Context: an optimization exercise on an open-source flow, tuned for small area. The choices shown serve that exercise and are no tape-out recipe.
At most, simulation tests tie the RTL to the original design; equivalence was not proved.
No functional check of the RTL was part of runs 1 to 6.
The clock port is modelled as an ideal driver; clocking choices that lean on that would not hold on a real chip.
No activity file was given, so power comes from the tool's default toggle rates.

<file path="flow/config.mk">
export PLATFORM = sky130hd
export DESIGN_NAME = sync_fifo
export DESIGN_NICKNAME = sync_fifo
export VERILOG_FILES = /design/flow/design.v
export SDC_FILE = /design/flow/constraint.sdc
export NUM_CORES = 4
export LEC_CHECK = 0
export CAP_MARGIN = 20
export CORE_MARGIN = 2
export CORE_UTILIZATION = 40
export SLEW_MARGIN = 20
export SYNTH_HIERARCHICAL = 1
</file>
<file path="flow/constraint.sdc">
create_clock -name core_clock -period 4.0 [get_ports {clk}]
set_input_delay 0.8000 -clock core_clock [delete_from_list [all_inputs] [get_ports {clk}]]
set_output_delay 0.8000 -clock core_clock [all_outputs]
set_load 0.01 [all_outputs]
</file>
<file path="flow/design.v">
module fifo_rdec (
    input rst, rd,
    input [3:0] a,
    output [15:0] sel,
    output hold
);
    wire g = rd & ~rst;
    wire [3:0] lo_n, hi_n;
    genvar k;
    generate for (k = 0; k < 4; k = k + 1) begin : pre
        assign lo_n[k] = ~(g & (a[1:0] == k));
        assign hi_n[k] = ~(a[3:2] == k);
    end endgenerate
    generate for (k = 0; k < 16; k = k + 1) begin : fin
        fifo_nor2 u (.a(lo_n[k % 4]), .b(hi_n[k / 4]), .y(sel[k]));
    end endgenerate
    assign hold = ~(rd | rst);
endmodule
module fifo_nor2 (input a, b, output y);
    assign y = ~(a | b);
endmodule
module fifo_aoi222 (input a0, b0, a1, b1, a2, b2, output y);
    assign y = ~((a0 & b0) | (a1 & b1) | (a2 & b2));
endmodule
module fifo_ao5 (input [4:0] y, input a0, b0, a1, b1, output x);
    assign x = ~(&y) | (a0 & b0) | (a1 & b1);
endmodule
module sync_fifo #(parameter width=8, depth=16, addr_size=4)(
    input [width-1:0] data_in,
    input rst, clk, rd_en, wr_en,
    output fifo_full, fifo_empty,
    output [width-1:0] data_out
);
reg [4:0] p;
reg [7:0] ram [0:15];
reg [7:0] dout;
assign fifo_empty = p[4];
assign fifo_full  = ~p[4] & (&p[3:0]);
assign data_out   = dout;
wire wr = wr_en & ~fifo_full;
wire rd = rd_en & ~fifo_empty;
wire up = wr & ~rd;
wire dn = rd & ~wr;
wire [4:0] t;
assign t[0] = up | dn;
genvar k;
generate for (k = 1; k < 5; k = k + 1) begin : tog
    assign t[k] = (up & (&p[k-1:0])) | (dn & ~(|p[k-1:0]));
end endgenerate
always @(posedge clk) begin
    if (rst)
        p <= 5'b11111;
    else
        p <= p ^ t;
end
integer i;
always @(posedge clk) begin
    if (wr) begin
        ram[0] <= data_in;
        for (i = 1; i < 16; i = i + 1)
            ram[i] <= ram[i-1];
    end
end
wire [15:0] sel;
wire hold;
fifo_rdec u_dec (.rst(rst), .rd(rd), .a(p[3:0]), .sel(sel), .hold(hold));
genvar b;
generate for (b = 0; b < 8; b = b + 1) begin : bitslice
    wire [4:0] y;
    fifo_aoi222 u0 (.a0(sel[0]),  .b0(ram[0][b]),  .a1(sel[1]),  .b1(ram[1][b]),  .a2(sel[2]),  .b2(ram[2][b]),  .y(y[0]));
    fifo_aoi222 u1 (.a0(sel[3]),  .b0(ram[3][b]),  .a1(sel[4]),  .b1(ram[4][b]),  .a2(sel[5]),  .b2(ram[5][b]),  .y(y[1]));
    fifo_aoi222 u2 (.a0(sel[6]),  .b0(ram[6][b]),  .a1(sel[7]),  .b1(ram[7][b]),  .a2(sel[8]),  .b2(ram[8][b]),  .y(y[2]));
    fifo_aoi222 u3 (.a0(sel[9]),  .b0(ram[9][b]),  .a1(sel[10]), .b1(ram[10][b]), .a2(sel[11]), .b2(ram[11][b]), .y(y[3]));
    fifo_aoi222 u4 (.a0(sel[12]), .b0(ram[12][b]), .a1(sel[13]), .b1(ram[13][b]), .a2(sel[14]), .b2(ram[14][b]), .y(y[4]));
    wire d;
    fifo_ao5 u5 (.y(y[4:0]), .a0(sel[15]), .b0(ram[15][b]), .a1(hold), .b1(dout[b]), .x(d));
    always @(posedge clk)
        dout[b] <= d;
end endgenerate
endmodule
</file>
<file path="flow/flow/run.sh">
#!/bin/bash
# Standard ORFS layout, except: clock tree without dummy loads (they only
# balance skew between tree branches), and port buffers of the smallest size.
set -euo pipefail
export CTS_ARGS="-sink_clustering_enable -repair_clock_nets -dont_use_dummy_load -buf_list sky130_fd_sc_hd__clkbuf_4"
export BUFFER_PORTS_ARGS="-buffer_cell sky130_fd_sc_hd__buf_1"
export RECOVER_POWER=100
export POST_CTS_TCL="$PWD/flow/postcts.tcl"
bash standard.sh finish > standard.log 2>&1
</file>
<file path="flow/flow/postcts.tcl">
# After CTS: a clkbuf_4 leaf whose sinks see a slow clock edge is swapped for
# a clkbuf_8, then the placement is legalised again.
estimate_parasitics -placement
set n 0
foreach inst [get_cells clkbuf_*] {
  if { [get_property $inst ref_name] ne "sky130_fd_sc_hd__clkbuf_4" } { continue }
  set net [get_nets -of_objects [get_pins [get_full_name $inst]/X]]
  set worst 0
  foreach l [get_pins -of_objects $net -filter "direction==input"] {
    set s [get_property $l slew_max]
    if { $s > $worst } { set worst $s }
  }
  if { $worst > 0.115 } {
    replace_cell $inst sky130_fd_sc_hd__clkbuf_8
    incr n
  }
}
puts "post-cts: upsized $n clock buffers"
if { $n > 0 } {
  detailed_placement
  estimate_parasitics -placement
}
</file>
<file path="flow/standard.sh">
#!/bin/bash
# synth_recipe.tcl (not shown) runs the flow's synth.tcl, then flattens the netlist and writes it again
# the make line also repeats each setting of config.mk as NAME=value (left out here)
make -C /OpenROAD-flow-scripts/flow DESIGN_CONFIG=/design/flow/config.mk WORK_HOME=/design/flow/orfs CLKGATE_MAP_FILE= SYNTH_SCRIPT=/design/flow/synth_recipe.tcl "${@:-finish}"
</file>
==> flow_summary.yaml, run 1 <==
timing:
  worst_slew_margin_rel_pct: -14.7
  finalSetupViolations: 0
  period_share_pct: 73.4
  period_minus_slack_ns: 2.94
  max_freq_mhz: 340
  fin_hold_ws_ns: 0.434
  skew_ns: 0.0333
  setup_slack_ns: 1.06
  tns_ns: 0
  hold_violations: 0
  slew_viol_final: 129
  tightestPinTransition_ns: 1.72
  rsz0062_at_grt: "no"
yosys:
  yosysWarnings: 9
  syn_inst: 269
  syn_nets: 284
  yosys_register_bits: 141
  syn_avg_cell_area_um2: 18.8
  syn_area_um2: 5050
  yosysSeqAreaShare_pct: 81.2
  synth_cell_types: 27
  synthTopCellsByArea: "edfxtp_1 (76%), a222oi_1 (7.9%), dfxtp_1 (5.2%), nor2_1 (1.4%), a22o_1 (1.4%)"
  synth_top_cell_area_share_pct: 76.1
  yosysTopAreaCell: "edfxtp_1"
power_and_ir_drop:
  power.leakage_nw: 1.86
  powerDensity_nw_per_um2: 564
  vdd_ir_drop_max_mv: 0.209
  power_mw: 3.10
cts:
  clk_pin_slew_ns: 0.09
  cts_tree: "built"
  cts.sink_count: 141
  clk_latency_ns: 0.41
setup_path:
  rrSetupSlack_ns: 1.06
  arrival_ns: 2.74
  crit_family: "buffers and inverters"
  ff2ff_path_depth: 4
  crit_type: "reg -> reg"
  cp_num_buf_inv: 2
  max_stage_delay_ns: 0.83
  path_max_fanout: 128
  crit_path_end_kind: "flop"
  reg2reg_from: "p[0]"
  slowest_stage: "clkbuf_4"
  start_kind: "flop"
  r2r_end: "ram[3][0]"
  worstPathCellList: "nand4_1, o21ai_0, clkinvlp_4, clkbuf_4"
  required_ns: 3.80
global_route:
  grt_max_degree: 129
  antenna_found_initial: 0
  grt_use_total_pct: 13.5
  grt_pass1_vias: 2485
  grt_pass1_wl_mm: 13.4
  grt_overflow: 0
place:
  preCtsSetupSlack_ns: 1.25
  dp.final_hpwl_mm: 5.42
  place.gp.congestion: 0.778
  place_area_um2: 5360
  placed_cells: 462
  io_buffer_count: 21
detailed_routing:
  viasPerCell: 5.46
  num_vias: 2615
  drcViolationCount: 0
  wl_mm: 8.42
  antenna_left: 0
  first_iter_violations: 309
  first_pass_iters: 8
  wire_per_inst_um: 17.6
final_layout:
  fin_nets: 324
  diodes: 0
  layout-drive-gt1-share_pct: 7.17
  fin_area_um2: 5500
  post-route-util_pct: 44.1
  syn_to_final_growth_pct: 8.84
  instances_no_fill: 479
floorplan:
  num_rows: 41
  core_area_um2: 12500
  ios: 22
  start_util_pct: 40.5
  die_area_um2: 13500
  die_h_um: 116
  fp.dieW_um: 116
outcome:
  status: "complete, but fails checks"
  so_faults: "capacitance limit, slew limit"
flow_run:
  cap_viol_max_count: 1
hold_path:
  min_delay_worst_endpoint: "ram[4][3]"
  hp-class: "reg -> reg"
  whs_path_depth: 0
  hp-start: "ram[3][3]"
logic make-up (layout without fill, tap and decap cells):
group	after synthesis	in the layout	share of synthesized area (%)
XOR/XNOR	2	2	0.347
flip-flops	141	141	81.2
adder cells (fa/ha/maj)	3	3	0.743
AND/OR/NAND/NOR	62	62	6.59
buffers and inverters	5	43	0.520
multiplexers	2	2	0.396
AO/OA/AOI/OAI	54	54	10.2
per-module statistics from Yosys (local to each module, per instance):
| module | area, um2 | copies in the design | flops+latches |
|---|---|---|---|
| fifo_ao5 | 23.8 | 8 | 0 |
| fifo_aoi222 | 10.0 | 40 | 0 |
| fifo_nor2 | 3.75 | 16 | 0 |
| fifo_rdec | 67.6 | 1 | 0 |
| sync_fifo | 4330 | 1 | 141 |
how the worst max path moves through the flow:
stage / from / endpoint / slack (ns) / depth (start not counted)
2_1_floorplan: p[0] / p[1] / 0.15 / 8
3_3_place_gp: rd_en / dout[7] / 1.29 / 8
3_5_place_dp: rd_en / dout[4] / 1.25 / 8
5_1_grt: p[0] / ram[3][0] / 0.87 / 4
6_report: p[0] / ram[3][0] / 1.06 / 4
Yosys cell counts:
master,n
nor2b_1,1
o21ai_0,2
dfxtp_1,13
or2_2,1
a22o_1,8
nor2_1,19
or4b_4,1
o22ai_2,1
a222oi_1,40
or3b_2,1
nand3_1,9
or4b_1,1
ha_1,3
nand2b_1,3
buf_6,1
or3_1,8
inv_1,4
mux2i_1,2
o21ai_1,1
nand4_1,2
nand4bb_1,2
nand4b_1,1
xor2_1,2
edfxtp_1,128
nand2_1,11
and3b_1,2
a21boi_0,2
placed cells by master (no fill, tap or decap):
| cell | count |
|---|---|
| nor2_1 | 19 |
| nand3_1 | 9 |
| nand2_1 | 11 |
| dfxtp_1 | 13 |
| or4b_4 | 1 |
| nand4_1 | 2 |
| inv_1 | 3 |
| a222oi_1 | 40 |
| a22o_1 | 8 |
| edfxtp_1 | 128 |
| clkinvlp_4 | 1 |
| and3b_1 | 2 |
| or3_1 | 8 |
| nand4b_1 | 1 |
| xor2_1 | 2 |
| nor2b_1 | 1 |
| or3b_2 | 1 |
| mux2i_1 | 2 |
| buf_1 | 21 |
| ha_1 | 3 |
| a21boi_0 | 2 |
| o22ai_1 | 1 |
| nand4bb_1 | 2 |
| o21ai_0 | 3 |
| clkbuf_4 | 13 |
| nand2b_1 | 3 |
| or2_2 | 1 |
| clkbuf_8 | 5 |
| or4b_1 | 1 |
power breakdown:
group	internal, mW	leakage (nW)	total [mW]	switching (mW)
registers	1.99	1.35	2.15	0.160
clock network	0.251	0.0912	0.666	0.415
logic	0.0912	0.413	0.282	0.190
per-layer routing:
| layer | vias to the layer above | global-route usage (%) | wire length [um] |
|---|---|---|---|
| met1 | 1272 | 20.1 | 3970 |
| met4 | 0 | 4.52 | 76 |
| met3 | 8 | 5.55 | 692 |
| met2 | 103 | 18.0 | 3680 |
| li1 | 1232 | - | - |
| met5 | - | 0 | 0 |
registers in the layout, indices dropped and copies added (netlist names):
register and count:
ram 128, p 5, dout 8
cell type report:
class | count | area (um2)
Clock buffer | 17 | 159
Fill cell | 1102 | 6970
Inverter | 4 | 18.8
Multi-Input combinational cell | 123 | 915
Sequential cell | 141 | 4100
Tap cell | 172 | 215
Timing Repair Buffer | 22 | 86.3
==> run 2: changes to the inputs <==
--- a/flow/flow/run.sh
+++ b/flow/flow/run.sh
@@ -4,6 +4,5 @@
 set -euo pipefail
 export CTS_ARGS="-sink_clustering_enable -repair_clock_nets -dont_use_dummy_load -buf_list sky130_fd_sc_hd__clkbuf_4"
 export BUFFER_PORTS_ARGS="-buffer_cell sky130_fd_sc_hd__buf_1"
-export RECOVER_POWER=100
 export POST_CTS_TCL="$PWD/flow/postcts.tcl"
 bash standard.sh finish > standard.log 2>&1
==> flow_summary.yaml, run 2 <==
outcome:
  status: "complete, no violations"
detailed_routing:
  viasPerCell: 5.42
  drcViolationCount: 0
  first_iter_violations: 306
  first_pass_iters: 6
  wl_mm: 8.43
  num_vias: 2598
  wire_per_inst_um: 17.6
  antenna_left: 0
yosys:
  synth-main-ff-cell: "edfxtp_1"
  yosysMostFrequentCell: "edfxtp_1"
  synthTopCellsByArea: "edfxtp_1 (76%), a222oi_1 (7.9%), dfxtp_1 (5.2%), nor2_1 (1.4%), a22o_1 (1.4%)"
  yosysSeqAreaShare_pct: 81.2
  yosys-top-cells-count: "edfxtp_1 (128), a222oi_1 (40), nor2_1 (19)"
  syn_area_um2: 5050
  syn_avg_cell_area_um2: 18.8
  syn_nets: 284
  yosysTopAreaCell: "edfxtp_1"
  yosysWarnings: 9
  syn_inst: 269
  async_reset_ff_share_pct: 0
  yosys_register_bits: 141
  synth_edf_count: 128
  synth_cell_types: 27
  synth_top_cell_area_share_pct: 76.1
final_layout:
  fin_nets: 324
  final_cell_mix: "edfxtp_1 (128), a222oi_1 (40), buf_1 (21), nor2_1 (19), dfxtp_1 (13)"
  final_common_cell: "edfxtp_1"
  regMostFlops: "ram"
  diodes: 0
  layout-drive-gt1-share_pct: 7.49
  top_regs: "ram (128), dout (8), p (5)"
  instances_no_fill: 479
  fin_area_um2: 5520
  largest_register_ffs: 128
  post-route-util_pct: 44.3
  syn_to_final_growth_pct: 9.21
timing:
  tns_ns: 0
  skew_ns: 0.0325
  hold_violations: 0
  slew_viol_final: 0
  worst_slew_margin_rel_pct: 48.4
  period_minus_slack_ns: 2.37
  period_share_pct: 59.3
  finalSetupViolations: 0
  tightestPinTransition_ns: 0.772
  max_freq_mhz: 421
  rsz0062_at_grt: "no"
setup_path:
  required_ns: 4.31
  cp_num_buf_inv: 0
  crit_type: "reg -> reg"
  crit_path_end_kind: "flop"
  max_stage_delay_ns: 0.55
  start_kind: "flop"
  path_max_fanout: 11
  crit_family: "simple AND/OR/NAND/NOR gates"
  worstPathCellList: "nand4_1, o21ai_0, ha_1, or4b_4, o22ai_2, mux2i_1"
  arrival_ns: 2.68
  slowest_stage: "dfxtp_1"
power_and_ir_drop:
  power.leakage_nw: 1.86
  powerDensity_nw_per_um2: 562
  vdd_ir_drop_max_mv: 0.209
  power_mw: 3.10
floorplan:
  core_area_um2: 12500
  fp.dieW_um: 116
  num_rows: 41
  ios: 22
  die_area_um2: 13500
  start_util_pct: 40.5
  die_h_um: 116
cts:
  cts_tree: "built"
  clk_pin_slew_ns: 0.10
  cts.sink_count: 141
  clk_latency_ns: 0.41
global_route:
  grt_max_degree: 129
  antenna_found_initial: 0
  grt_overflow: 0
  grt_pass1_vias: 2485
  grt_use_total_pct: 13.5
  grt_pass1_wl_mm: 13.4
flow_run:
  cap_viol_max_count: 0
place:
  dp.final_hpwl_mm: 5.42
  placed_cells: 462
  place.gp.congestion: 0.778
  io_buffer_count: 21
  place_area_um2: 5360
hold_path:
  hp-class: "reg -> reg"
==> run 2: cell counts after synthesis <==
Identical to the previous run, type by type.
==> run 2: cells by family after synthesis <==
group,Yosys count,synth area share (%)
and+or+nand+nor,62,6.59
DFF,141,81.2
adders and majority gates,3,0.743
AOI/OAI and AO/OA,54,10.2
buffers and inverters,5,0.520
muxes,2,0.396
xor gates and xnor gates,2,0.347
==> run 2: area by class of cell <==
cell class	instances	area (um2)
fillers	1098	6950
repair buffers	22	98.8
clock buffers	17	159
flip-flops and latches	141	4100
inverters	4	18.8
well taps	172	215
multi-input cells	123	921
==> run 2: report_power, final <==
| group | switching (mW) | internal, mW | total (mW) |
|---|---|---|---|
| clock | 0.413 | 0.251 | 0.664 |
| sequential | 0.161 | 1.98 | 2.14 |
| combinational | 0.194 | 0.0996 | 0.293 |
==> run 2: per-stage QoR <==
stage	hold WS (ns)	setup WS, ns
2_1_floorplan	0.425	0.152
3_3_place_gp	0.430	1.29
3_5_place_dp	0.433	1.25
5_1_grt	0.439	1.45
6_report	0.437	1.63
==> run 2: layer usage <==
metal	global-route usage (%)	wire [um]	vias up
met4	4.52	73	0
met5	0	0	-
met3	5.55	637	6
met1	20.1	4010	1269
li1	-	-	1232
met2	18.0	3700	91
==> run 2: path summary, 6_finish.rpt <==
path	from	to	slack [ns]	cells past startpoint
worst min register to register	ram[11][1]	ram[12][1]	0.44	0
worst max register to register	p[0]	p[4]	1.63	6
worst max-delay path	p[0]	p[4]	1.63	6
worst min-delay path	ram[11][1]	ram[12][1]	0.44	0
==> run 2: modules after synthesis, one instance, submodules excluded <==
module,flip-flops and latches,cells,copies in the design,area [um2]
fifo_nor2,0,1,16,3.75
fifo_ao5,0,4,8,23.8
fifo_aoi222,0,1,40,10.0
sync_fifo,141,172,1,4330
fifo_rdec,0,9,1,67.6
==> run 3: changes to the inputs <==
--- a/flow/flow/run.sh
+++ b/flow/flow/run.sh
@@ -4,5 +4,6 @@
 set -euo pipefail
 export CTS_ARGS="-sink_clustering_enable -repair_clock_nets -dont_use_dummy_load -buf_list sky130_fd_sc_hd__clkbuf_4"
 export BUFFER_PORTS_ARGS="-buffer_cell sky130_fd_sc_hd__buf_1"
+export POST_FLOORPLAN_TCL="$PWD/flow/downsize.tcl"
 export POST_CTS_TCL="$PWD/flow/postcts.tcl"
 bash standard.sh finish > standard.log 2>&1
==> flow/flow/downsize.tcl (new file) <==
# After floorplan: every combinational cell that synthesis sized above drive
# strength 1 goes back to its _1 variant; the placement and routing repairs
# later upsize or buffer whatever then needs it for slew, load or timing.
set n 0
foreach inst [get_cells *] {
  set ref [get_property $inst ref_name]
  if { ![regexp {^(sky130_fd_sc_hd__[a-z0-9]+)_([0-9]+)$} $ref -> base drive] } { continue }
  if { $drive <= 1 } { continue }
  if { [regexp {__(df|dl|sdf|edf|sedf|clk|tap|fill|conb|dly|lpflow|probe)} $base] } { continue }
  if { [get_lib_cells -quiet */${base}_1] eq "" } { continue }
  replace_cell [get_full_name $inst] ${base}_1
  incr n
}
puts "downsize: $n cells set to drive strength 1"
==> flow_summary.yaml, run 3 <==
timing:
  tightestPinTransition_ns: 0.738
  max_freq_mhz: 412
  worst_slew_margin_rel_pct: 50.6
  finalSetupViolations: 0
  hold_violations: 0
  rsz0062_at_grt: "no"
  skew_ns: 0.0324
  tns_ns: 0
  period_minus_slack_ns: 2.43
  period_share_pct: 60.7
  slew_viol_final: 0
cts:
  clk_latency_ns: 0.42
  clk_pin_slew_ns: 0.10
  cts.sink_count: 141
  cts_tree: "built"
setup_path:
  critPathLaunch: "p[0]"
  cp_num_buf_inv: 0
  crit_family: "simple AND/OR/NAND/NOR gates"
  start_kind: "flop"
  worstPathCellList: "nand4_1, o21ai_0, ha_1, or4b_1, o22ai_1, mux2i_1"
  slowest_stage: "dfxtp_1"
  max_stage_delay_ns: 0.55
  path_max_fanout: 11
  reg2reg_from: "p[0]"
  required_ns: 4.32
  arrival_ns: 2.75
  crit_path_end_kind: "flop"
  crit_type: "reg -> reg"
floorplan:
  fp.dieW_um: 116
  num_rows: 41
  core_area_um2: 12500
  ios: 22
  die_area_um2: 13500
  start_util_pct: 40.5
  die_h_um: 116
power_and_ir_drop:
  power_frac_comb_pct: 9.5
  power_mw: 3.06
  seq_power_share_pct: 69.9
  swShare_pct: 24.9
  power.leakage_nw: 1.86
  p_sw_mw: 0.762
  internal_power_mw: 2.30
  vdd_ir_drop_max_mv: 0.168
  clock_power_share_pct: 20.6
  powerDensity_nw_per_um2: 557
yosys:
  syn_nets: 284
  synth_edf_count: 128
  synth_top_cell_area_share_pct: 76.1
  yosysTopAreaCell: "edfxtp_1"
  yosysMostFrequentCell: "edfxtp_1"
  synth-main-ff-cell: "edfxtp_1"
  async_reset_ff_share_pct: 0
  yosys_register_bits: 141
  syn_area_um2: 5050
  yosysWarnings: 9
  syn_avg_cell_area_um2: 18.8
  yosys-top-cells-count: "edfxtp_1 (128), a222oi_1 (40), nor2_1 (19)"
  yosysSeqAreaShare_pct: 81.2
  synth_cell_types: 27
  synthTopCellsByArea: "edfxtp_1 (76%), a222oi_1 (7.9%), dfxtp_1 (5.2%), nor2_1 (1.4%), a22o_1 (1.4%)"
  syn_inst: 269
final_layout:
  final_cell_mix: "edfxtp_1 (128), a222oi_1 (40), buf_1 (21), nor2_1 (19), clkbuf_4 (15)"
  final_common_cell: "edfxtp_1"
  fin_area_um2: 5500
  fillers: 1108
  diodes: 0
  fin_nets: 325
  largest_register_ffs: 128
  layout-drive-gt1-share_pct: 6.49
  regMostFlops: "ram"
  syn_to_final_growth_pct: 8.79
  top_regs: "ram (128), dout (8), p (5)"
global_route:
  grt_pass1_vias: 2615
  grt_max_degree: 99
  grt_overflow: 0
  grt_use_total_pct: 14.3
  grt_pass1_wl_mm: 14.2
  antenna_found_initial: 0
detailed_routing:
  wl_mm: 8.56
  antenna_left: 0
  first_pass_iters: 6
  num_vias: 2619
  first_iter_violations: 347
  wire_per_inst_um: 17.8
  drcViolationCount: 0
  viasPerCell: 5.46
hold_path:
  hp-class: "reg -> reg"
  hp-start: "ram[1][7]"
place:
  io_buffer_count: 21
  place_area_um2: 5360
  dp.final_hpwl_mm: 5.55
  place.gp.congestion: 0.745
flow_run:
  cap_viol_max_count: 0
outcome:
  status: "complete, no violations"
run 3: cell counts after synthesis:
Identical to the previous run, type by type.
run 3: worst paths after layout:
kind	to	slack, ns	cells past startpoint
setup / recovery	p[4]	1.57	6
hold / removal	ram[2][7]	0.43	0
setup reg to reg	p[4]	1.57	6
hold reg to reg	ram[2][7]	0.43	0
run 3: kinds of logic (layout without fill, tap and decap cells):
| group | after synthesis | in the layout | synth area share, % |
|---|---|---|---|
| multiplexers | 2 | 2 | 0.396 |
| flip-flops | 141 | 141 | 81.2 |
| XOR/XNOR | 2 | 2 | 0.347 |
| AND/OR/NAND/NOR | 62 | 62 | 6.59 |
| adder cells (fa/ha/maj) | 3 | 3 | 0.743 |
| AO/OA/AOI/OAI | 54 | 54 | 10.2 |
| buffers and inverters | 5 | 44 | 0.520 |
run 3: per-module statistics from Yosys (local to each module, per instance):
module / flip-flops and latches / cells inside / copies in the design
fifo_aoi222: 0 / 1 / 40
fifo_rdec: 0 / 9 / 1
sync_fifo: 141 / 172 / 1
fifo_ao5: 0 / 4 / 8
fifo_nor2: 0 / 1 / 16
run 3: power by group through the flow:
stage / Combinational (mW) / Sequential, mW / Clock [mW]
after floorplan: 0.219 / 2.14 / 0
after global placement: 0.287 / 2.15 / 0
final: 0.291 / 2.14 / 0.629
after global routing: 0.330 / 2.18 / 0.718
after detailed placement: 0.296 / 2.17 / 0
run 3: area by class of cell:
cell class,count,area (um2),area share (%)
flip-flops and latches,141,4100,74.7
multi-input cells,123,911,16.6
well taps,172,215,3.92
clock buffers,17,140,2.55
repair buffers,23,106,1.94
inverters,4,18.8,0.342
run 3: metrics by stage:
step / worst slack, ns / std cells / hold WS [ns] / util [%]
2_1_floorplan: 0.152 / 269 / 0.425 / -
3_3_place_gp: 1.29 / 463 / 0.429 / 43.0
3_5_place_dp: 1.22 / 463 / 0.436 / 43.0
5_1_grt: 1.35 / 480 / 0.448 / 44.1
6_report: 1.57 / 480 / 0.426 / 44.1
run 3: per-layer routing:
| metal | vias up | global-route usage (%) | share of wire (%) |
|---|---|---|---|
| met3 | 12 | 4.77 | 6.3 |
| li1 | 1239 | - | - |
| met2 | 94 | 19.4 | 44 |
| met1 | 1274 | 20.9 | 48 |
| met4 | 0 | 6.43 | 1.7 |
| met5 | - | 0 | 0 |
==> run 4: changes to the inputs <==
--- a/flow/design.v
+++ b/flow/design.v
@@ -25,6 +25,52 @@
 module fifo_ao5 (input [4:0] y, input a0, b0, a1, b1, output x);
     assign x = ~(&y) | (a0 & b0) | (a1 & b1);
 endmodule
+module fifo_ctl (
+    input rst, wr_en, rd_en,
+    input [4:0] p,
+    output full, empty, wr, rd,
+    output [4:0] pn
+);
+    wire n4, up, dn, rst_n;
+    wire a2, a3, a4, z2, z3, z4;
+    wire [4:0] t, x;
+    assign empty = p[4];
+    fifo_nand4 g_n4 (.a(p[0]), .b(p[1]), .c(p[2]), .d(p[3]), .y(n4));
+    fifo_nor2  g_fl (.a(n4), .b(p[4]), .y(full));
+    fifo_nor2b g_wr (.a(full), .b_n(wr_en), .y(wr));
+    fifo_nor2b g_rd (.a(p[4]), .b_n(rd_en), .y(rd));
+    fifo_nor2b g_up (.a(rd), .b_n(wr), .y(up));
+    fifo_nor2b g_dn (.a(wr), .b_n(rd), .y(dn));
+    fifo_inv   g_rn (.a(rst), .y(rst_n));
+    fifo_and2  g_a2 (.a(p[0]), .b(p[1]), .y(a2));
+    fifo_and3  g_a3 (.a(p[0]), .b(p[1]), .c(p[2]), .y(a3));
+    fifo_inv   g_a4 (.a(n4), .y(a4));
+    fifo_nor2  g_z2 (.a(p[0]), .b(p[1]), .y(z2));
+    fifo_nor3  g_z3 (.a(p[0]), .b(p[1]), .c(p[2]), .y(z3));
+    fifo_nor4  g_z4 (.a(p[0]), .b(p[1]), .c(p[2]), .d(p[3]), .y(z4));
+    fifo_or2   g_t0 (.a(up), .b(dn), .y(t[0]));
+    fifo_mux2  g_t1 (.s(p[0]), .a1(up), .a0(dn), .y(t[1]));
+    fifo_ao22  g_t2 (.a0(up), .b0(a2), .a1(dn), .b1(z2), .y(t[2]));
+    fifo_ao22  g_t3 (.a0(up), .b0(a3), .a1(dn), .b1(z3), .y(t[3]));
+    fifo_ao22  g_t4 (.a0(up), .b0(a4), .a1(dn), .b1(z4), .y(t[4]));
+    genvar k;
+    generate for (k = 0; k < 5; k = k + 1) begin : nx
+        fifo_xnor2 g_x (.a(p[k]), .b(t[k]), .y(x[k]));
+        fifo_nand2 g_n (.a(rst_n), .b(x[k]), .y(pn[k]));
+    end endgenerate
+endmodule
+module fifo_inv   (input a, output y);             assign y = ~a;                endmodule
+module fifo_nand2 (input a, b, output y);          assign y = ~(a & b);          endmodule
+module fifo_nand4 (input a, b, c, d, output y);    assign y = ~(a & b & c & d);  endmodule
+module fifo_nor2b (input a, b_n, output y);        assign y = ~(a | ~b_n);       endmodule
+module fifo_nor3  (input a, b, c, output y);       assign y = ~(a | b | c);      endmodule
+module fifo_nor4  (input a, b, c, d, output y);    assign y = ~(a | b | c | d);  endmodule
+module fifo_and2  (input a, b, output y);          assign y = a & b;             endmodule
+module fifo_and3  (input a, b, c, output y);       assign y = a & b & c;         endmodule
+module fifo_or2   (input a, b, output y);          assign y = a | b;             endmodule
+module fifo_xnor2 (input a, b, output y);          assign y = ~(a ^ b);          endmodule
+module fifo_mux2  (input s, a1, a0, output y);     assign y = s ? a1 : a0;       endmodule
+module fifo_ao22  (input a0, b0, a1, b1, output y); assign y = (a0 & b0) | (a1 & b1); endmodule
 module sync_fifo #(parameter width=8, depth=16, addr_size=4)(
     input [width-1:0] data_in,
     input rst, clk, rd_en, wr_en,
@@ -34,25 +80,13 @@
 reg [4:0] p;
 reg [7:0] ram [0:15];
 reg [7:0] dout;
-assign fifo_empty = p[4];
-assign fifo_full  = ~p[4] & (&p[3:0]);
-assign data_out   = dout;
-wire wr = wr_en & ~fifo_full;
-wire rd = rd_en & ~fifo_empty;
-wire up = wr & ~rd;
-wire dn = rd & ~wr;
-wire [4:0] t;
-assign t[0] = up | dn;
-genvar k;
-generate for (k = 1; k < 5; k = k + 1) begin : tog
-    assign t[k] = (up & (&p[k-1:0])) | (dn & ~(|p[k-1:0]));
-end endgenerate
-always @(posedge clk) begin
-    if (rst)
-        p <= 5'b11111;
-    else
-        p <= p ^ t;
-end
+wire wr, rd;
+wire [4:0] pn;
+fifo_ctl u_ctl (.rst(rst), .wr_en(wr_en), .rd_en(rd_en), .p(p),
+    .full(fifo_full), .empty(fifo_empty), .wr(wr), .rd(rd), .pn(pn));
+assign data_out = dout;
+always @(posedge clk)
+    p <= pn;
 integer i;
 always @(posedge clk) begin
     if (wr) begin
--- a/flow/flow/run.sh
+++ b/flow/flow/run.sh
@@ -4,6 +4,6 @@
 set -euo pipefail
 export CTS_ARGS="-sink_clustering_enable -repair_clock_nets -dont_use_dummy_load -buf_list sky130_fd_sc_hd__clkbuf_4"
 export BUFFER_PORTS_ARGS="-buffer_cell sky130_fd_sc_hd__buf_1"
-export POST_FLOORPLAN_TCL="$PWD/flow/downsize.tcl"
+export RECOVER_POWER=100
 export POST_CTS_TCL="$PWD/flow/postcts.tcl"
 bash standard.sh finish > standard.log 2>&1
removed: flow/flow/downsize.tcl
==> flow_summary.yaml, run 4 <==
yosys:
  yosys-top-cells-count: "edfxtp_1 (128), a222oi_1 (40), nor2_1 (19)"
  synth-main-ff-cell: "edfxtp_1"
  yosysWarnings: 9
  syn_area_um2: 5050
  yosys_register_bits: 141
  syn_avg_cell_area_um2: 18.9
  synth_edf_count: 128
  async_reset_ff_share_pct: 0
  synthTopCellsByArea: "edfxtp_1 (76%), a222oi_1 (7.9%), dfxtp_1 (5.2%), a22o_1 (1.9%), nor2_1 (1.4%)"
  yosysTopAreaCell: "edfxtp_1"
  yosysMostFrequentCell: "edfxtp_1"
  synth_cell_types: 24
  yosysSeqAreaShare_pct: 81.2
  syn_nets: 279
  syn_inst: 267
  synth_top_cell_area_share_pct: 76.1
floorplan:
  die_h_um: 116
  num_rows: 41
  core_area_um2: 12500
  start_util_pct: 40.5
  die_area_um2: 13500
  ios: 22
  fp.dieW_um: 116
setup_path:
  crit_family: "buffers and inverters"
  slowest_stage: "clkbuf_1"
  crit_type: "reg -> reg"
  r2r_end: "ram[5][6]"
  ff2ff_path_depth: 4
  rrSetupSlack_ns: 1.26
  arrival_ns: 2.75
  worstPathCellList: "nand4_1, nor2_1, nor2b_4, clkbuf_1"
  max_stage_delay_ns: 0.98
  required_ns: 4.01
  crit_path_end_kind: "flop"
  path_max_fanout: 27
  reg2reg_from: "p[0]"
  start_kind: "flop"
  cp_num_buf_inv: 1
timing:
  tightestPinTransition_ns: 1.25
  skew_ns: 0.0285
  worst_slew_margin_rel_pct: 16.9
  hold_violations: 0
  tns_ns: 0
  fin_hold_ws_ns: 0.436
  slew_viol_final: 0
  setup_slack_ns: 1.26
  max_freq_mhz: 365
  finalSetupViolations: 0
  period_minus_slack_ns: 2.74
  period_share_pct: 68.6
  rsz0062_at_grt: "no"
final_layout:
  final_common_cell: "edfxtp_1"
  regArea_um2: 4100
  fin_nets: 320
  final_cell_mix: "edfxtp_1 (128), a222oi_1 (40), buf_1 (21), nor2_1 (19), clkbuf_4 (16)"
  syn_to_final_growth_pct: 8.42
  layout-drive-gt1-share_pct: 7.52
  regMostFlops: "ram"
  top_regs: "ram (128), dout (8), p (5)"
  diodes: 0
  fillers: 1093
  fin_area_um2: 5480
  multi_input_area_um2: 913
  largest_register_ffs: 128
power_and_ir_drop:
  vdd_ir_drop_max_mv: 0.201
  powerDensity_nw_per_um2: 561
  power_mw: 3.07
  power.leakage_nw: 1.82
detailed_routing:
  viasPerCell: 5.51
  first_pass_iters: 7
  wire_per_inst_um: 17.8
  wl_mm: 8.51
  num_vias: 2632
  drcViolationCount: 0
  antenna_left: 0
  first_iter_violations: 308
place:
  io_buffer_count: 21
  place.gp.congestion: 0.753
  place_area_um2: 5370
  preCtsSetupSlack_ns: 1.24
  dp.final_hpwl_mm: 5.65
global_route:
  grt_use_met1_pct: 19.7
  grt_pass1_wl_mm: 13.5
  grt_overflow: 0
  grt_use_met3_pct: 4.93
  grt_max_degree: 81
  grt_use_total_pct: 13.7
  antenna_found_initial: 0
  gr-max-usage-layer: "met1"
  grt_pass1_vias: 2506
  met2_usage_pct: 18.7
outcome:
  status: "complete, no violations"
cts:
  cts_tree: "built"
  cts.sink_count: 141
  clk_latency_ns: 0.40
  clk_pin_slew_ns: 0.10
hold_path:
  hp-start: "ram[8][3]"
  min_delay_worst_endpoint: "ram[9][3]"
  whs_path_depth: 0
  hp-class: "reg -> reg"
flow_run:
  cap_viol_max_count: 0
==> run 4: cell types whose count changed in the layout (fill, tap and decap cells not counted), moves of 2 or more <==
cell and delta:
o21ai_0 -2, mux2i_1 -2, ha_1 -3, nand2_1 +3, a22o_1 +3, nor2b_4 +2, xnor2_1 +5, and3b_1 -2
xor2_1 -2, a21boi_0 -2
==> run 4: how the worst max path moves through the flow <==
stage | slack, ns | end | start | cells past startpoint
6_report | 1.26 | ram[5][6] | p[0] | 4
5_1_grt | 0.98 | ram[5][6] | p[0] | 4
3_5_place_dp | 1.24 | dout[7] | rd_en | 7
3_3_place_gp | 1.26 | dout[1] | rd_en | 7
2_1_floorplan | 0.33 | p[4] | wr_en | 5
==> run 4: worst register-to-register path, delay by kind of cell (launching register included) <==
kind / cells / cell delay [ns]
DFF: 1 / 0.45
buffers and inverters: 1 / 1.00
and+or+nand+nor: 3 / 0.90
==> run 4: area by class of cell <==
type                       count  area share, %
clock buffer                  17           2.44
inverter                       2          0.137
multi-input combinational    123           16.7
sequential                   141           74.9
tap                          172           3.93
timing repair buffer          23           1.87
==> run 4: per-layer routing <==
metal / share of wire (%) / vias up / wire length, um
met3: 8.2 / 10 / 700
met4: 1.4 / 0 / 119
li1: - / 1225 / -
met5: 0 / - / 0
met2: 45 / 95 / 3810
met1: 46 / 1302 / 3870
==> run 4: logic make-up after synthesis <==
| family | after synthesis | synth area share, % |
|---|---|---|
| flip-flops | 141 | 81.2 |
| AND/OR/NAND/NOR | 66 | 7.46 |
| AO/OA/AOI/OAI | 51 | 9.83 |
| XOR/XNOR | 5 | 0.867 |
| buffers and inverters | 3 | 0.297 |
| multiplexers | 1 | 0.297 |
==> run 4: report_power, final <==
| part | total [mW] | switching, mW | internal (mW) |
|---|---|---|---|
| logic | 0.318 | 0.197 | 0.120 |
| registers | 2.15 | 0.169 | 1.98 |
| clock network | 0.610 | 0.401 | 0.209 |
==> run 4: Yosys stat by module, one instance, submodules excluded, a selection <==
module	area, um2	times used	flip-flops and latches
sync_fifo	4100	1	141
fifo_mux2	15.0	1	0
fifo_nor2b	13.8	4	0
fifo_nor4	12.5	1	0
fifo_aoi222	10.0	40	0
fifo_nor3	10.0	1	0
fifo_ao22	8.76	3	0
fifo_xnor2	8.76	5	0
fifo_ctl	7.51	1	0
fifo_or2	6.26	1	0
fifo_nand4	6.26	1	0
fifo_nor2	3.75	18	0
fifo_nand2	3.75	5	0
fifo_inv	3.75	2	0
==> run 4: through the flow <==
stage | util [%] | instances
2_1_floorplan | - | 267
3_3_place_gp | 43.0 | 461
3_5_place_dp | 43.0 | 461
5_1_grt | 43.9 | 478
6_report | 43.9 | 478
==> run 5: changes to the inputs <==
--- a/flow/flow/run.sh
+++ b/flow/flow/run.sh
@@ -4,6 +4,5 @@
 set -euo pipefail
 export CTS_ARGS="-sink_clustering_enable -repair_clock_nets -dont_use_dummy_load -buf_list sky130_fd_sc_hd__clkbuf_4"
 export BUFFER_PORTS_ARGS="-buffer_cell sky130_fd_sc_hd__buf_1"
-export RECOVER_POWER=100
 export POST_CTS_TCL="$PWD/flow/postcts.tcl"
 bash standard.sh finish > standard.log 2>&1
==> flow_summary.yaml, run 5 <==
yosys:
  syn_avg_cell_area_um2: 18.9
  synthTopCellsByArea: "edfxtp_1 (76%), a222oi_1 (7.9%), dfxtp_1 (5.2%), a22o_1 (1.9%), nor2_1 (1.4%)"
  yosysWarnings: 9
  yosysTopAreaCell: "edfxtp_1"
  yosysMostFrequentCell: "edfxtp_1"
  synth_top_family_by_area: "compound AO/OA/AOI/OAI gates"
  synth_top_cell_area_share_pct: 76.1
  synth_compound_area_share_pct: 9.83
  syn_nets: 279
  synth_cell_types: 24
  synthMuxAreaShare_pct: 0.297
  synthSimpleGateAreaFrac_pct: 7.46
  synth_fa_ha_area_share_pct: 0
  async_reset_ff_share_pct: 0
  syn_inst: 267
  yosys_register_bits: 141
  synth_edf_count: 128
  synth-main-ff-cell: "edfxtp_1"
  yosys-top-cells-count: "edfxtp_1 (128), a222oi_1 (40), nor2_1 (19)"
  synth-xor-area-share_pct: 0.867
  syn_area_um2: 5050
  yosysSeqAreaShare_pct: 81.2
detailed_routing:
  wire_per_inst_um: 17.9
  first_pass_iters: 5
  first_iter_violations: 314
  wl_mm: 8.55
  drcViolationCount: 0
  antenna_left: 0
  viasPerCell: 5.49
  num_vias: 2622
setup_path:
  worstPathCellList: "nand4_1, nor2_1, buf_1"
  arrival_ns: 1.61
  crit_path_end_kind: "primary output"
  ff2ff_path_depth: 6
  start_kind: "flop"
  max_stage_delay_ns: 0.61
  required_ns: 3.20
  critPathLaunch: "p[0]"
  endpoint: "fifo_full"
  rrSetupSlack_ns: 1.78
  cp_num_buf_inv: 1
  path_max_fanout: 12
  r2r_end: "dout[2]"
  crit_family: "flip-flops"
  reg2reg_from: "p[4]"
  crit_type: "reg -> out"
  path_depth: 3
  slowest_stage: "dfxtp_1"
timing:
  max_freq_mhz: 415
  period_share_pct: 60.2
  tns_ns: 0
  period_minus_slack_ns: 2.41
  worst_slew_margin_rel_pct: 45.0
  skew_ns: 0.0284
  hold_violations: 0
  slew_viol_final: 0
  finalSetupViolations: 0
  tightestPinTransition_ns: 0.823
  rsz0062_at_grt: "no"
  fin_hold_ws_ns: 0.441
global_route:
  antenna_found_initial: 0
  grt_overflow: 0
  grt_max_degree: 81
  grt_pass1_wl_mm: 13.5
  grt_pass1_vias: 2506
  grt_use_total_pct: 13.7
place:
  io_buffer_count: 21
  place.gp.congestion: 0.753
  dp.final_hpwl_mm: 5.65
floorplan:
  core_area_um2: 12500
  num_rows: 41
  start_util_pct: 40.5
  die_h_um: 116
  die_area_um2: 13500
  fp.dieW_um: 116
  ios: 22
final_layout:
  diodes: 0
  layout-drive-gt1-share_pct: 8.82
  fillers: 1087
  regMostFlops: "ram"
  final_cell_mix: "edfxtp_1 (128), a222oi_1 (40), buf_1 (21), nor2_1 (19), clkbuf_4 (16)"
  syn_to_final_growth_pct: 8.87
  largest_register_ffs: 128
  top_regs: "ram (128), dout (8), p (5)"
  fin_nets: 320
  final_common_cell: "edfxtp_1"
cts:
  cts.sink_count: 141
  cts_tree: "built"
  clk_latency_ns: 0.40
  clk_pin_slew_ns: 0.10
hold_path:
  hp-class: "reg -> reg"
  whs_path_depth: 0
power_and_ir_drop:
  vdd_ir_drop_max_mv: 0.200
  power_frac_comb_pct: 10.6
  power.leakage_nw: 1.84
  powerDensity_nw_per_um2: 561
  internal_power_mw: 2.31
  seq_power_share_pct: 69.6
  p_sw_mw: 0.773
  swShare_pct: 25.0
  clock_power_share_pct: 19.8
outcome:
  status: "complete, no violations"
flow_run:
  cap_viol_max_count: 0
-- run 5: cell counts after synthesis --
No cell type changed its count.
-- run 5: how the worst min path moves through the flow --
| stage | start | end | slack [ns] |
|---|---|---|---|
| 2_1_floorplan | ram[9][0] | ram[10][0] | 0.43 |
| 3_3_place_gp | ram[13][4] | ram[14][4] | 0.43 |
| 3_5_place_dp | ram[7][1] | ram[8][1] | 0.43 |
| 5_1_grt | ram[5][0] | ram[6][0] | 0.45 |
| 6_report | ram[8][3] | ram[9][3] | 0.44 |
-- run 5: power by group through the flow --
stage	sequential [mW]	clock, mW	combinational [mW]
after floorplan	2.14	0	0.246
after global placement	2.16	0	0.324
after detailed placement	2.18	0	0.332
after global routing	2.19	0.692	0.367
final	2.15	0.611	0.328
-- run 5: kinds of logic after synthesis --
group	Yosys count
DFF	141
and+or+nand+nor	66
xor gates and xnor gates	5
AOI/OAI and AO/OA	51
buffers and inverters	3
muxes	1
-- run 5: stage by stage --
stage	power (mW)	utilization [%]	instances	instance area, um2	setup slack (ns)
global route	3.24	44.1	478	5500	1.46
floorplan	2.39	-	267	5050	0.326
detailed placement	2.52	43.0	461	5370	1.24
global placement	2.49	43.0	461	5370	1.26
finish	3.09	44.1	478	5500	1.59
-- run 5: per-layer routing --
metal  up-vias  track usage, %  share of wire [%]
met1      1300            19.7                 46
met2        85            18.7                 45
met3        12            4.93                7.4
li1       1225               -                  -
met4         0            6.19                1.4
met5         -               0                  0
-- run 5: area by class of cell --
type	instances	area [um2]	area share, %
Inverter	2	7.51	0.137
Sequential cell	141	4100	74.6
Clock buffer	17	134	2.43
Timing Repair Buffer	23	106	1.93
Multi-Input combinational cell	123	932	17.0
Tap cell	172	215	3.91
-- run 5: Yosys stat by module, one instance, submodules excluded, a selection --
module,cell area [um2],flops+latches
fifo_mux2,15.0,0
fifo_nor4,12.5,0
fifo_nor2,3.75,0
fifo_aoi222,10.0,0
fifo_nor3,10.0,0
fifo_nand2,3.75,0
fifo_ao5,23.8,0
sync_fifo,4100,141
fifo_inv,3.75,0
==> run 6: changes to the inputs <==
--- a/flow/flow/run.sh
+++ b/flow/flow/run.sh
@@ -4,5 +4,6 @@
 set -euo pipefail
 export CTS_ARGS="-sink_clustering_enable -repair_clock_nets -dont_use_dummy_load -buf_list sky130_fd_sc_hd__clkbuf_4"
 export BUFFER_PORTS_ARGS="-buffer_cell sky130_fd_sc_hd__buf_1"
+export POST_FLOORPLAN_TCL="$PWD/flow/downsize.tcl"
 export POST_CTS_TCL="$PWD/flow/postcts.tcl"
 bash standard.sh finish > standard.log 2>&1
==> flow/flow/downsize.tcl (new file) <==
# After floorplan: every combinational cell that synthesis sized above drive
# strength 1 goes back to its _1 variant; the placement and routing repairs
# later upsize or buffer whatever then needs it for slew, load or timing.
set n 0
foreach inst [get_cells *] {
  set ref [get_property $inst ref_name]
  if { ![regexp {^(sky130_fd_sc_hd__[a-z0-9]+)_([0-9]+)$} $ref -> base drive] } { continue }
  if { $drive <= 1 } { continue }
  if { [regexp {__(df|dl|sdf|edf|sedf|clk|tap|fill|conb|dly|lpflow|probe)} $base] } { continue }
  if { [get_lib_cells -quiet */${base}_1] eq "" } { continue }
  replace_cell [get_full_name $inst] ${base}_1
  incr n
}
puts "downsize: $n cells set to drive strength 1"
==> flow_summary.yaml, run 6 <==
final_layout:
  syn_to_final_growth_pct: 8.00
  layout-drive-gt1-share_pct: 6.54
  fillers: 1089
  fin_nets: 320
  instances_no_fill: 478
  top_regs: "ram (128), dout (8), p (5)"
  post-route-util_pct: 43.8
  fin_area_um2: 5460
  largest_register_ffs: 128
  final_cell_mix: "edfxtp_1 (128), a222oi_1 (40), buf_1 (21), nor2_1 (19), clkbuf_4 (15)"
  final_common_cell: "edfxtp_1"
  diodes: 0
  regMostFlops: "ram"
detailed_routing:
  topRoutingLayerUsed: "met4"
  wire_per_inst_um: 18.2
  num_vias: 2642
  viasPerCell: 5.53
  antenna_left: 0
  wl_met1_mm: 4.08
  first_iter_violations: 407
  drcViolationCount: 0
  wl_met2_mm: 3.86
  wl_mm: 8.69
  first_pass_iters: 6
  wl_met3_um: 669
timing:
  setup_slack_ns: 1.55
  hold_violations: 0
  period_share_pct: 61.1
  max_freq_mhz: 409
  tightestPinTransition_ns: 1.00
  slew_viol_final: 0
  worst_slew_margin_rel_pct: 33.3
  period_minus_slack_ns: 2.45
  rsz0062_at_grt: "no"
  skew_ns: 0.0303
  finalSetupViolations: 0
  tns_ns: 0
yosys:
  synthTopCellsByArea: "edfxtp_1 (76%), a222oi_1 (7.9%), dfxtp_1 (5.2%), a22o_1 (1.9%), nor2_1 (1.4%)"
  synth_top_family_by_area: "compound AO/OA/AOI/OAI gates"
  yosysTopAreaCell: "edfxtp_1"
  yosys-top-cells-count: "edfxtp_1 (128), a222oi_1 (40), nor2_1 (19)"
  syn_inst: 267
  yosysWarnings: 9
  syn_nets: 279
  syn_avg_cell_area_um2: 18.9
  yosys_register_bits: 141
  synth_edf_count: 128
  yosysSeqAreaShare_pct: 81.2
  synth_top_cell_area_share_pct: 76.1
  synthMuxAreaShare_pct: 0.297
  synth_compound_area_share_pct: 9.83
  syn_area_um2: 5050
  synth_fa_ha_area_share_pct: 0
  yosysMostFrequentCell: "edfxtp_1"
  synth_cell_types: 24
  synth-xor-area-share_pct: 0.867
  synth-main-ff-cell: "edfxtp_1"
  async_reset_ff_share_pct: 0
  synthSimpleGateAreaFrac_pct: 7.46
setup_path:
  start_kind: "primary input"
  crit_type: "in -> reg"
  crit_family: "simple AND/OR/NAND/NOR gates"
  worstPathCellList: "buf_1, nor2b_1, or4b_1, nor2_1, a222oi_1, nand2_1, or3_1"
  crit_path_end_kind: "flop"
  path_max_fanout: 8
  required_ns: 4.35
  max_stage_delay_ns: 0.56
  arrival_ns: 2.80
  cp_num_buf_inv: 1
  slowest_stage: "or4b_1"
global_route:
  grt_overflow: 0
  grt_max_degree: 81
  grt_use_total_pct: 14.2
  grt_pass1_vias: 2572
  antenna_found_initial: 0
  grt_pass1_wl_mm: 14.0
flow_run:
  cap_viol_max_count: 0
place:
  place_area_um2: 5320
  placed_cells: 461
  preCtsSetupSlack_ns: 1.10
  place.gp.congestion: 0.751
  dp.final_hpwl_mm: 5.71
  io_buffer_count: 21
power_and_ir_drop:
  powerDensity_nw_per_um2: 567
  vdd_ir_drop_max_mv: 0.179
  power.leakage_nw: 1.82
floorplan:
  ios: 22
  die_area_um2: 13500
  num_rows: 41
  fp.dieW_um: 116
  start_util_pct: 40.5
  core_area_um2: 12500
  die_h_um: 116
cts:
  clk_pin_slew_ns: 0.09
  cts_tree: "built"
  cts.sink_count: 141
  clk_latency_ns: 0.41
outcome:
  status: "complete, no violations"
hold_path:
  hp-class: "reg -> reg"
-- run 6: through the flow --
stage / hold WS, ns / power (mW)
floorplan: 0.425 / 2.39
global placement: 0.428 / 2.46
detailed placement: 0.433 / 2.50
global route: 0.437 / 3.25
finish: 0.439 / 3.09
-- run 6: worst paths after layout --
| path | cells after the start | end | slack, ns | startpoint |
|---|---|---|---|---|
| min reg2reg | 0 | ram[12][6] | 0.44 | ram[11][6] |
| min | 0 | ram[12][6] | 0.44 | ram[11][6] |
| max | 7 | dout[2] | 1.55 | rd_en |
| max reg2reg | 6 | dout[2] | 1.66 | p[4] |
-- run 6: logic make-up (layout without fill, tap and decap cells) --
logic type | after synthesis | count (layout)
mux | 1 | 1
flops | 141 | 141
compound gates | 51 | 51
simple gates | 66 | 66
xor+xnor | 5 | 5
buf+inv | 3 | 42
-- run 6: worst register-to-register path, stage by stage, from the launching register on --
cell      delay [ns]
dfxtp_1         0.35
nor2b_1         0.35
or4b_1          0.56
nor2_1          0.50
a222oi_1        0.24
nand2_1         0.16
or3_1           0.13
-- run 6: power breakdown --
| part | total [mW] | switching [mW] | leakage (nW) | internal (mW) |
|---|---|---|---|---|
| clock | 0.630 | 0.411 | 0.0834 | 0.219 |
| combinational | 0.314 | 0.200 | 0.388 | 0.114 |
| sequential | 2.15 | 0.167 | 1.35 | 1.98 |
-- run 6: Yosys stat by module, one instance, submodules excluded, excerpt --
module | area (um2) | copies in the design
fifo_nand4 | 6.26 | 1
fifo_ctl | 7.51 | 1
fifo_mux2 | 15.0 | 1
fifo_inv | 3.75 | 2
fifo_nor4 | 12.5 | 1
fifo_and3 | 6.26 | 1
fifo_or2 | 6.26 | 1
fifo_ao5 | 23.8 | 8
fifo_nor3 | 10.0 | 1
fifo_nand2 | 3.75 | 5
fifo_ao22 | 8.76 | 3
fifo_and2 | 6.26 | 1
-- run 6: final cells by class --
cell class / instances / area [um2] / area share, %
flip-flops and latches: 141 / 4100 / 75.2
multi-input cells: 123 / 895 / 16.4
well taps: 172 / 215 / 3.94
clock buffers: 17 / 140 / 2.57
repair buffers: 23 / 93.8 / 1.72
inverters: 2 / 7.51 / 0.138
-- run 6: metal layers --
metal / global-route usage, % / up-vias
met5: 0 / -
met3: 5.03 / 8
li1: - / 1226
met1: 20.8 / 1315
met4: 5.24 / 0
met2: 19.5 / 93
==> run 7: changes to the inputs <==
--- a/flow/design.v
+++ b/flow/design.v
@@ -4,17 +4,21 @@
     output [15:0] sel,
     output hold
 );
-    wire g = rd & ~rst;
-    wire [3:0] lo_n, hi_n;
+    wire g;
+    wire [3:0] an, lo_n, hi_n;
+    fifo_nor2b g_g (.a(rst), .b_n(rd), .y(g));
+    fifo_nor2  g_h (.a(rd), .b(rst), .y(hold));
     genvar k;
+    generate for (k = 0; k < 4; k = k + 1) begin : inv
+        fifo_inv g_i (.a(a[k]), .y(an[k]));
+    end endgenerate
     generate for (k = 0; k < 4; k = k + 1) begin : pre
-        assign lo_n[k] = ~(g & (a[1:0] == k));
-        assign hi_n[k] = ~(a[3:2] == k);
+        fifo_nand3 g_lo (.a(g), .b(k & 1 ? a[0] : an[0]), .c(k & 2 ? a[1] : an[1]), .y(lo_n[k]));
+        fifo_nand2 g_hi (.a(k & 1 ? a[2] : an[2]), .b(k & 2 ? a[3] : an[3]), .y(hi_n[k]));
     end endgenerate
     generate for (k = 0; k < 16; k = k + 1) begin : fin
-        fifo_nor2 u (.a(lo_n[k % 4]), .b(hi_n[k / 4]), .y(sel[k]));
+        fifo_nor2 g_s (.a(lo_n[k % 4]), .b(hi_n[k / 4]), .y(sel[k]));
     end endgenerate
-    assign hold = ~(rd | rst);
 endmodule
 module fifo_nor2 (input a, b, output y);
     assign y = ~(a | b);
@@ -23,7 +27,10 @@
     assign y = ~((a0 & b0) | (a1 & b1) | (a2 & b2));
 endmodule
 module fifo_ao5 (input [4:0] y, input a0, b0, a1, b1, output x);
-    assign x = ~(&y) | (a0 & b0) | (a1 & b1);
+    wire c1, c;
+    fifo_and4  g_c1 (.a(y[0]), .b(y[1]), .c(y[2]), .d(y[3]), .y(c1));
+    fifo_nand2 g_c  (.a(c1), .b(y[4]), .y(c));
+    fifo_a221o g_x  (.a1(a0), .a2(b0), .b1(a1), .b2(b1), .c1(c), .x(x));
 endmodule
 module fifo_ctl (
     input rst, wr_en, rd_en,
@@ -71,6 +78,9 @@
 module fifo_xnor2 (input a, b, output y);          assign y = ~(a ^ b);          endmodule
 module fifo_mux2  (input s, a1, a0, output y);     assign y = s ? a1 : a0;       endmodule
 module fifo_ao22  (input a0, b0, a1, b1, output y); assign y = (a0 & b0) | (a1 & b1); endmodule
+module fifo_nand3 (input a, b, c, output y);       assign y = ~(a & b & c);      endmodule
+module fifo_and4  (input a, b, c, d, output y);    assign y = a & b & c & d;     endmodule
+module fifo_a221o (input a1, a2, b1, b2, c1, output x); assign x = (a1 & a2) | (b1 & b2) | c1; endmodule
 module sync_fifo #(parameter width=8, depth=16, addr_size=4)(
     input [width-1:0] data_in,
     input rst, clk, rd_en, wr_en,
==> flow/flow/run.sh (replaced) <==
#!/bin/bash
# Standard ORFS layout, except: clock tree without dummy loads (they only
# balance skew between tree branches), and port buffers of the smallest size.
set -euo pipefail
export CTS_ARGS="-sink_clustering_enable -repair_clock_nets -dont_use_dummy_load -sink_clustering_size 24 -sink_clustering_max_diameter 60 -sink_clustering_levels 1 -buf_list sky130_fd_sc_hd__clkbuf_8"
export BUFFER_PORTS_ARGS="-buffer_cell sky130_fd_sc_hd__buf_1"
export POST_FLOORPLAN_TCL="$PWD/flow/downsize.tcl"
export POST_CTS_TCL="$PWD/flow/postcts.tcl"
bash standard.sh finish > standard.log 2>&1
==> flow_summary.yaml, run 7 <==
timing:
  max_freq_mhz: 408
  period_share_pct: 61.3
  tns_ns: 0
  fin_hold_ws_ns: 0.436
  hold_violations: 0
  finalSetupViolations: 0
  slew_viol_final: 0
  rsz0062_at_grt: "no"
  tightestPinTransition_ns: 0.714
  period_minus_slack_ns: 2.45
  skew_ns: 0.0209
  worst_slew_margin_rel_pct: 52.2
global_route:
  grt_overflow: 0
  grt_use_total_pct: 13.4
  grt_max_degree: 129
  grt_pass1_wl_mm: 13.3
  grt_pass1_vias: 2464
  antenna_found_initial: 0
outcome:
  status: "complete, no violations"
detailed_routing:
  first_pass_iters: 6
  wl_mm: 8.47
  antenna_left: 0
  drcViolationCount: 0
  num_vias: 2618
  viasPerCell: 5.52
  wire_per_inst_um: 17.9
  first_iter_violations: 470
place:
  place.gp.congestion: 0.761
  io_buffer_count: 21
  dp.final_hpwl_mm: 5.30
setup_path:
  path_max_fanout: 8
  arrival_ns: 2.81
  crit_type: "in -> reg"
  start_kind: "primary input"
  required_ns: 4.36
  crit_path_end_kind: "flop"
  ff2ff_path_depth: 8
yosys:
  synth_compound_area_share_pct: 10.1
  syn_inst: 264
  synth_edf_count: 128
  synthSimpleGateAreaFrac_pct: 6.78
  yosysMostFrequentCell: "edfxtp_1"
  yosysSeqAreaShare_pct: 81.4
  synth_cell_types: 20
  syn_area_um2: 5040
  synth-main-ff-cell: "edfxtp_1"
  yosys-top-cells-count: "edfxtp_1 (128), a222oi_1 (40), nor2_1 (19)"
  syn_avg_cell_area_um2: 19.1
  yosys_register_bits: 141
  yosysTopAreaCell: "edfxtp_1"
  yosysWarnings: 9
  syn_nets: 276
  synthTopCellsByArea: "edfxtp_1 (76%), a222oi_1 (7.9%), dfxtp_1 (5.2%), a221o_1 (1.6%), nor2_1 (1.4%)"
  synth_fa_ha_area_share_pct: 0
  synth-xor-area-share_pct: 0.869
  synth_top_cell_area_share_pct: 76.2
  synth_top_family_by_area: "compound AO/OA/AOI/OAI gates"
  async_reset_ff_share_pct: 0
  synthMuxAreaShare_pct: 0.298
final_layout:
  final_cell_mix: "edfxtp_1 (128), a222oi_1 (40), buf_1 (21), nor2_1 (19)"
  final_common_cell: "edfxtp_1"
  largest_register_ffs: 128
  regMostFlops: "ram"
  fin_nets: 316
  layout-drive-gt1-share_pct: 6.29
  top_regs: "ram (128), dout (8), p (5)"
  fillers: 1098
  diodes: 0
  syn_to_final_growth_pct: 9.83
floorplan:
  num_rows: 41
  fp.dieW_um: 116
  die_area_um2: 13500
  die_h_um: 116
  core_area_um2: 12500
  start_util_pct: 40.4
  ios: 22
cts:
  cts.sink_count: 141
  cts_tree: "built"
  clk_pin_slew_ns: 0.07
  clk_latency_ns: 0.43
flow_run:
  cap_viol_max_count: 0
power_and_ir_drop:
  power.leakage_nw: 1.80
  vdd_ir_drop_max_mv: 0.255
  powerDensity_nw_per_um2: 592
hold_path:
  hp-class: "reg -> reg"
  whs_path_depth: 0
-- run 7: cell count changes after synthesis, sizes merged, moves of 4 or more --
cell / previous run / this run
a221o: 0 / 8
nand3: 8 / 4
and4: 0 / 8
or3: 8 / 0
inv: 2 / 6
a22o: 11 / 3
-- run 7: layout make-up --
cell class                      instances  area, um2  area share, %
Clock buffer                           17        234           4.23
Inverter                                6       22.5          0.407
Sequential cell                       141       4100           74.1
Multi-Input combinational cell        116        862           15.6
Timing Repair Buffer                   22       98.8           1.79
Tap cell                              172        215           3.89
-- run 7: report_power, final --
part           total [mW]  internal [mW]  switching, mW
Clock               0.821          0.374          0.446
Combinational       0.316          0.113          0.203
Sequential           2.14           1.98          0.161
Total                3.28           2.47          0.810
-- run 7: layer usage --
metal  track usage, %  routed length, um  vias up
met2             17.8               3700       85
li1                 -                  -     1218
met5                0                  0        -
met4             5.71                 72        0
met1             19.4               4200     1309
met3             5.24                488        6
-- run 7: critical path: stages --
cell and delay [ns]:
buf_1 0.07, nor2b_1 0.23, nor2b_1 0.30, nand3_1 0.19, nor2_1 0.56, a222oi_1 0.24
and4_1 0.26, nand2_1 0.07, a221o_1 0.10
-- run 7: modules after synthesis, one instance, submodules excluded, excerpt --
module / copies in the design / flip-flops and latches / cells
sync_fifo: 1 / 141 / 141
fifo_ctl: 1 / 0 / 1
fifo_nor2b: 5 / 0 / 1
fifo_nor3: 1 / 0 / 1
fifo_ao22: 3 / 0 / 1
fifo_and4: 8 / 0 / 1
fifo_a221o: 8 / 0 / 1
fifo_mux2: 1 / 0 / 1
fifo_xnor2: 5 / 0 / 1
fifo_nand3: 4 / 0 / 1
fifo_inv: 6 / 0 / 1
fifo_or2: 1 / 0 / 1
fifo_nand4: 1 / 0 / 1
fifo_nor4: 1 / 0 / 1
fifo_nand2: 17 / 0 / 1
fifo_and3: 1 / 0 / 1
-- run 7: metrics by stage --
step	util (%)	total power [mW]	setup slack [ns]	area, um2	std cells
2_1_floorplan	-	2.39	0.326	5040	264
3_5_place_dp	42.5	2.49	1.10	5300	457
5_1_grt	44.4	3.44	1.39	5540	474
6_report	44.4	3.28	1.55	5540	474
3_3_place_gp	42.5	2.46	1.15	5300	457
-- run 7: cells by family after synthesis --
logic type | Yosys count
buffers and inverters | 7
DFF | 141
AOI/OAI and AO/OA | 51
and+or+nand+nor | 59
muxes | 1
xor gates and xnor gates | 5
-- run 7: path summary, 6_finish.rpt --
check / start / endpoint / slack (ns)
setup reg to reg: p[4] / dout[0] / 1.64
hold / removal: ram[12][5] / ram[13][5] / 0.44
hold reg to reg: ram[12][5] / ram[13][5] / 0.44
setup / recovery: rd_en / dout[0] / 1.55
==> run 8: changes to the inputs <==
==> flow/flow/run.sh (replaced) <==
#!/bin/bash
# Standard ORFS layout, except: clock tree without dummy loads (they only
# balance skew between tree branches), and port buffers of the smallest size.
set -euo pipefail
export CTS_ARGS="-sink_clustering_enable -repair_clock_nets -dont_use_dummy_load -buf_list sky130_fd_sc_hd__clkbuf_4"
export BUFFER_PORTS_ARGS="-buffer_cell sky130_fd_sc_hd__buf_1"
export POST_FLOORPLAN_TCL="$PWD/flow/downsize.tcl"
export POST_CTS_TCL="$PWD/flow/postcts.tcl"
bash standard.sh finish > standard.log 2>&1
--- a/flow/config.mk
+++ b/flow/config.mk
@@ -7,6 +7,6 @@
 export LEC_CHECK = 0
 export CAP_MARGIN = 20
 export CORE_MARGIN = 2
-export CORE_UTILIZATION = 40
+export CORE_UTILIZATION = 55
 export SLEW_MARGIN = 20
 export SYNTH_HIERARCHICAL = 1
==> flow_summary.yaml, run 8 <==
final_layout:
  regMostFlops: "ram"
  fillers: 639
  largest_register_ffs: 128
  final_cell_mix: "edfxtp_1 (128), a222oi_1 (40), buf_1 (21), nor2_1 (19), nand2_1 (17)"
  diodes: 0
  instances_no_fill: 410
  syn_to_final_growth_pct: 6.63
timing:
  max_freq_mhz: 391
  skew_ns: 0.0279
  tightestPinTransition_ns: 0.688
  fin_hold_ws_ns: 0.422
  period_minus_slack_ns: 2.56
  tns_ns: 0
  period_share_pct: 64.0
  rsz0062_at_grt: "no"
  finalSetupViolations: 0
setup_path:
  r2r_end: "dout[3]"
  path_max_fanout: 8
  crit_family: "simple AND/OR/NAND/NOR gates"
  critPathLaunch: "rd_en"
  path_depth: 9
  crit_type: "in -> reg"
  slowest_stage: "nor2_1"
  arrival_ns: 2.90
  crit_top_cell: "nor2b_1"
  reg2reg_from: "p[4]"
  crit_path_end_kind: "flop"
  max_stage_delay_ns: 0.57
  required_ns: 4.34
yosys:
  syn_area_um2: 5040
  synth_cell_types: 20
  syn_inst: 264
  syn_nets: 276
  yosysSeqAreaShare_pct: 81.4
  async_reset_ff_share_pct: 0
  synth_top_cell_area_share_pct: 76.2
  synthTopCellsByArea: "edfxtp_1 (76%), a222oi_1 (7.9%), dfxtp_1 (5.2%), a221o_1 (1.6%), nor2_1 (1.4%)"
  yosysMostFrequentCell: "edfxtp_1"
  synth_compound_area_share_pct: 10.1
  synthMuxAreaShare_pct: 0.298
  synth-xor-area-share_pct: 0.869
  yosys_register_bits: 141
  synthSimpleGateAreaFrac_pct: 6.78
  synth_fa_ha_area_share_pct: 0
  yosysWarnings: 9
  syn_avg_cell_area_um2: 19.1
flow_run:
  cap_viol_max_count: 0
hold_path:
  hp-class: "reg -> reg"
  hp-start: "ram[10][1]"
detailed_routing:
  first_pass_iters: 7
  viasPerCell: 6.54
  wire_per_inst_um: 20.9
  antenna_left: 0
floorplan:
  fp.dieW_um: 99.7
  start_util_pct: 57.2
  num_rows: 34
  ios: 22
  core_area_um2: 8810
global_route:
  grt_max_degree: 129
  grt_use_met3_pct: 6.54
  grt_pass1_vias: 2447
  gr-max-usage-layer: "met1"
  grt_overflow: 0
cts:
  cts_tree: "built"
  clk_pin_slew_ns: 0.10
place:
  dp.final_hpwl_mm: 5.53
  io_buffer_count: 21
  place.gp.congestion: 0.791
  placed_cells: 393
outcome:
  status: "complete, no violations"
power_and_ir_drop:
  power_mw: 3.12
==> run 8: changes by cell type in the layout (fill, tap and decap cells not counted) <==
cell,before,now
clkbuf_8,17,4
clkbuf_4,0,13
==> run 8: logic make-up after synthesis <==
group / after synthesis
AND/OR/NAND/NOR: 59
AO/OA/AOI/OAI: 51
XOR/XNOR: 5
multiplexers: 1
buffers and inverters: 7
flip-flops: 141
==> run 8: area by class of cell <==
| type | count | area (um2) | area share (%) |
|---|---|---|---|
| Multi-Input combinational cell | 116 | 862 | 16.0 |
| Clock buffer | 17 | 153 | 2.84 |
| Sequential cell | 141 | 4100 | 76.4 |
| Tap cell | 108 | 135 | 2.51 |
| Timing Repair Buffer | 22 | 98.8 | 1.84 |
| Inverter | 6 | 22.5 | 0.419 |
==> run 8: per-module statistics from Yosys, one instance, submodules excluded, a selection <==
module | flip-flops and latches | area (um2)
sync_fifo | 141 | 4100
fifo_mux2 | 0 | 15.0
fifo_nor2b | 0 | 13.8
fifo_aoi222 | 0 | 10.0
fifo_a221o | 0 | 10.0
fifo_and4 | 0 | 8.76
fifo_ctl | 0 | 7.51
fifo_and2 | 0 | 6.26
fifo_nand4 | 0 | 6.26
fifo_or2 | 0 | 6.26
fifo_and3 | 0 | 6.26
fifo_nand3 | 0 | 5.00
fifo_inv | 0 | 3.75
==> run 8: worst register-to-register path: stages (launching register included) <==
cell and delay (ns):
dfxtp_1 0.35, nor2b_1 0.23, nor2b_1 0.32, nand3_1 0.25
nor2_1 0.57, a222oi_1 0.25, and4_1 0.26, nand2_1 0.07
a221o_1 0.09
==> run 8: report_power, final <==
| group | internal [mW] | leakage (nW) | total, mW | switching (mW) |
|---|---|---|---|---|
| registers | 1.98 | 1.35 | 2.15 | 0.173 |
| logic | 0.113 | 0.327 | 0.314 | 0.201 |
| clock network | 0.241 | 0.0886 | 0.650 | 0.410 |
| total | 2.33 | 1.77 | 3.12 | 0.784 |
==> run 8: through the flow <==
stage                     area [um2]  utilization, %
after floorplan                 5040               -
after global placement          5220            59.3
after detailed placement        5220            59.3
after global routing            5380            61.0
final                           5380            61.0
==> run 8: routing by layer <==
metal,part of all wire (%),wire (um)
met1,48,4100
met4,0.54,46
met5,0,0
met3,7.5,646
met2,44,3790
==> run 8: worst min path at each step <==
stage	depth (start not counted)	to
after floorplan	0	ram[10][0]
after global placement	0	ram[10][4]
after detailed placement	0	ram[7][2]
after global routing	0	ram[10][2]
final	0	ram[11][1]

Check on run 8: ideal ports give 1.442 ns setup slack; a clkbuf_16 on the clock port and buf_2 on the inputs give 1.447 ns; moving port delays by the midpoint clock arrival (0.412 ns) as well gives 1.035 ns.
